This is an optimization exercise on Yosys and OpenROAD, whose aim is small area, a short achievable clock period and few clock cycles, not a production implementation.
In this exercise RTL edits were held to simulation tests only and were not proved equivalent to the original.
Power figures rest on the tool's default switching activity, not on a simulated workload.

== lane 3 ==
// mips_top
module mips_top (input         clk,
                 input         rst,
                 input         port_sel,
                 input         port_en,
                 input  [31:0] user_input,
                 input  [31:0] mem_rdata,
                 output [7:0]  mem_addr,
                 output [31:0] mem_wdata,
                 output        mem_we,
                 output [31:0] outport,
                 output        halted);
    reg [31:0] inport0, inport1, outp;
    always @(posedge clk) begin
        if (port_en && !port_sel) inport0 <= user_input;
        if (port_en &&  port_sel) inport1 <= user_input;
    end
    assign outport = outp;
    reg  [7:0]  ma;      
    reg         fv;      
    reg  [7:0]  ra;      
    reg  [7:0]  da;      
    reg  [7:0]  da1;     
    reg         dv;      
    reg         dbp;     
    reg         dtk;     
    reg         btb_v, btb_1, btb_2, btb_f;
    reg  [7:0]  ras;
    reg  [7:0]  btb_a, btb_t;
    reg         mwe;
    reg  [31:0] mwd;
    assign mem_addr  = ma;
    assign mem_we    = mwe;
    assign mem_wdata = mwd;
    reg         ldm;     
    reg  [4:0]  ldm_rt;
    reg         ldw;     
    reg  [4:0]  ldw_rt;
    reg         hlt;
    assign halted = hlt;
    reg         rst_q;
    always @(posedge clk)
        rst_q <= rst;
    reg  [31:0] ir;
    reg         iv;
    reg         ir_bp;   
    reg         ir_btb;  
    reg  [31:0] rpc;     
    reg         xv;
    reg  [31:0] xa, xb;  
    reg  [31:0] xalt;    
    reg         mq;      
    reg  [29:0] aq;      
    reg  [15:0] ximm;
    reg  [4:0]  x_wa;    
    reg         x_wr;    
    reg         x_sub, x_rsum, x_rand, x_ror, x_rxor, x_rsll, x_rsrl, x_rslt;
    reg         x_lw, x_sw, x_beq, x_bne, x_pred, x_jr, x_mult, x_sgn, x_halt, x_btb;
    wire [5:0]  op    = ir[31:26];
    wire [5:0]  fn    = ir[5:0];
    wire [4:0]  rs    = ir[25:21];
    wire [4:0]  rt    = ir[20:16];
    wire [4:0]  rd    = ir[15:11];
    wire [15:0] imm   = ir[15:0];
    wire rtype   = (op == 6'h00);
    wire f_addu  = rtype && (fn == 6'h21);
    wire f_subu  = rtype && (fn == 6'h23);
    wire f_and   = rtype && (fn == 6'h24);
    wire f_or    = rtype && (fn == 6'h25);
    wire f_xor   = rtype && (fn == 6'h26);
    wire f_sll   = rtype && (fn == 6'h00);
    wire f_srl   = rtype && (fn == 6'h02 || fn == 6'h03);
  ...
export LEC_CHECK = 0
export CAP_MARGIN = 20
export CORE_MARGIN = 2
export CORE_UTILIZATION = 55
export CTS_CLUSTER_DIAMETER = 60
export CTS_CLUSTER_SIZE = 20
export PLACE_DENSITY = 0.7
export SLEW_MARGIN = 20
create_clock -name core_clock -period 14.0 [get_ports {clk}]
standard.sh (not shown) runs the stock make flow with config.mk's settings and CLKGATE_MAP_FILE= SYNTH_SCRIPT=/design/flow/synth_recipe.tcl, a recipe that flattens the netlist after the stock synthesis.
==> flow/flow/run.sh <==
#!/bin/bash
set -o pipefail
bash standard.sh SETUP_SLACK_MARGIN=10 finish > standard.log 2>&1
Testbench counts of lane 3, summed over its fixed seeds: cycles 184,562.
#### Input delta (lane 4 over lane 3)
-- flow/design.v --
<<< lane 3, line 103
    reg  [31:0] w_wd;
    register_file i_rf (.clk(clk), .rst(rst_q), .we(w_we), .wa(w_wa), .wd(w_wd),
                        .ra0(rs), .ra1(rt), .rd0(rf_a), .rd1(rf_b));
    wire        mbusy;
    wire [31:0] hi, lo;
>>> lane 4, line 103
    reg  [31:0] w_wd;
    register_file i_rf (.clk(clk), .rst(rst_q), .we(w_we), .wa(w_wa), .wd(w_wd),
                        .ra0(rs), .ra1(rt), .en0(!a_zero), .en1(b_rt),
                        .rd0(rf_a), .rd1(rf_b));
    wire        mbusy;
    wire [31:0] hi, lo;
<<< lane 3, line 154
    wire fxa = xv && x_wr && (x_wa == rs) && !a_zero;
    wire fxb = xv && x_wr && (x_wa == rt) && b_rt;
    wire fwa = !a_zero && !fxa && w_we && (w_wa == rs);
    wire fwb = b_rt && !fxb && w_we && (w_wa == rt);
    wire fra = !a_zero && !fxa && !fwa;
    wire frb = b_rt && !fxb && !fwb;
    wire [31:0] b_alt  = ({32{i_alu}}  & {16'd0, imm})
                       | ({32{lw_p0}}  & inport0)
                       | ({32{lw_p1}}  & inport1)
>>> lane 4, line 155
    wire fxa = xv && x_wr && (x_wa == rs) && !a_zero;
    wire fxb = xv && x_wr && (x_wa == rt) && b_rt;
    wire [31:0] a_base = rf_a;
    wire [31:0] b_base = rf_b
                       | ({32{i_alu}}  & {16'd0, imm})
                       | ({32{lw_p0}}  & inport0)
                       | ({32{lw_p1}}  & inport1)
<<< lane 3, line 164
                       | ({32{f_mfhi}} & hi)
                       | ({32{f_mflo}} & lo);
    wire [31:0] a_next = ({32{fxa}} & x_res) | ({32{fwa}} & w_wd) | ({32{fra}} & rf_a);
    wire [31:0] b_next = ({32{fxb}} & x_res) | ({32{fwb}} & w_wd) | ({32{frb}} & rf_b) | b_alt;
    wire ir_free = r_adv || !iv;
    wire btb_hit = btb_v && fv && (ma == btb_a);
>>> lane 4, line 163
                       | ({32{f_mfhi}} & hi)
                       | ({32{f_mflo}} & lo);
    wire [31:0] a_next = fxa ? x_res : a_base;
    wire [31:0] b_next = fxb ? x_res : b_base;
    wire ir_free = r_adv || !iv;
    wire btb_hit = btb_v && fv && (ma == btb_a);
<<< lane 3, line 315
                      input      [4:0]  ra0,
                      input      [4:0]  ra1,
                      output     [31:0] rd0,
                      output     [31:0] rd1);
>>> lane 4, line 314
                      input      [4:0]  ra0,
                      input      [4:0]  ra1,
                      input             en0,     
                      input             en1,
                      output     [31:0] rd0,
                      output     [31:0] rd1);
<<< lane 3, line 331
        end
    endgenerate
    assign rd0 = rv[ra0];
    assign rd1 = rv[ra1];
endmodule
module mips_mul (input             clk,
>>> lane 4, line 332
        end
    endgenerate
    wire fw0 = we && (wa == ra0) && (wa != 5'd0);
    wire fw1 = we && (wa == ra1) && (wa != 5'd0);
    assign rd0 = {32{en0}} & (fw0 ? wd : rv[ra0]);
    assign rd1 = {32{en1}} & (fw1 ? wd : rv[ra1]);
endmodule
module mips_mul (input             clk,
## What came out
- Layout net count for lane 4 is higher than for lane 3.
- Part of the total power dissipated in combinational logic in lane 4 is 4.5 points higher than in lane 3
- The count of buffers from port buffering of lane 4 and that of lane 3 are within noise of each other.
- Between lane 3 and lane 4, the flow reports routed via count divided by cell count decreasing slightly.
- Max fraction of the mapped netlist area in simple logic gates across lane 4 and lane 3: lane 4
- Looking at met2 wire length across lane 4 and lane 3, the one that comes out higher is lane 4.
- As of lane 4, post-route met1 wirelength had risen by a few percent compared to lane 3.
- Lane 4 vs. lane 3: worst slack at placement went down by 0.11 ns.
- Taking lane 3 as the reference point, the met1 track utilization from global routing of lane 4 rises by 0.98 points.
- Compared with lane 3, lane 4 instantiates a larger number of cells.
- Between lane 3 and lane 4, ratio of total power to cell area increased.
Testbench counts of lane 4, summed over its fixed seeds: cycles 184,562.

[what the ideal ports hide]
How much do the figures lean on ideal ports? The routed layouts below were timed once more, with nothing changed but the port constraints.
Step 1 (the two cells are an assumption about what drives the block):
set clk [get_ports {clk}]
set_driving_cell -lib_cell sky130_fd_sc_hd__clkbuf_16 $clk
set_driving_cell -lib_cell sky130_fd_sc_hd__buf_2 [delete_from_list [all_inputs] $clk]
Step 2 adds t to the input delays and takes it off the output delays; t is the mean of the earliest and latest rising clock arrival at the registers after step 1. Input paths then give back, and output paths get back, about the clock's delay inside the block.
Three values: no drivers, after step 1, after step 2; two values: the first two.
| run | t (ns) | slack for setup (ns) | clock arrival spread, ns | worst register clock-pin slew, ns | worst data-port slew with drivers (ns) |
|---|---|---|---|---|---|
| lane 3 | 0.862 | 9.892 / 9.845 / 9.097 | 0.051 / 0.052 | 0.09 / 0.09 | 0.08 |
| lane 4 | 0.885 | 9.751 / 9.751 / 9.181 | 0.059 / 0.058 | 0.09 / 0.09 | 0.07 |
After both steps every run listed still meets setup and hold. The setup slack of lane 3, which loses most, moves by -0.047 ns with the drivers and by -0.795 ns with both steps.
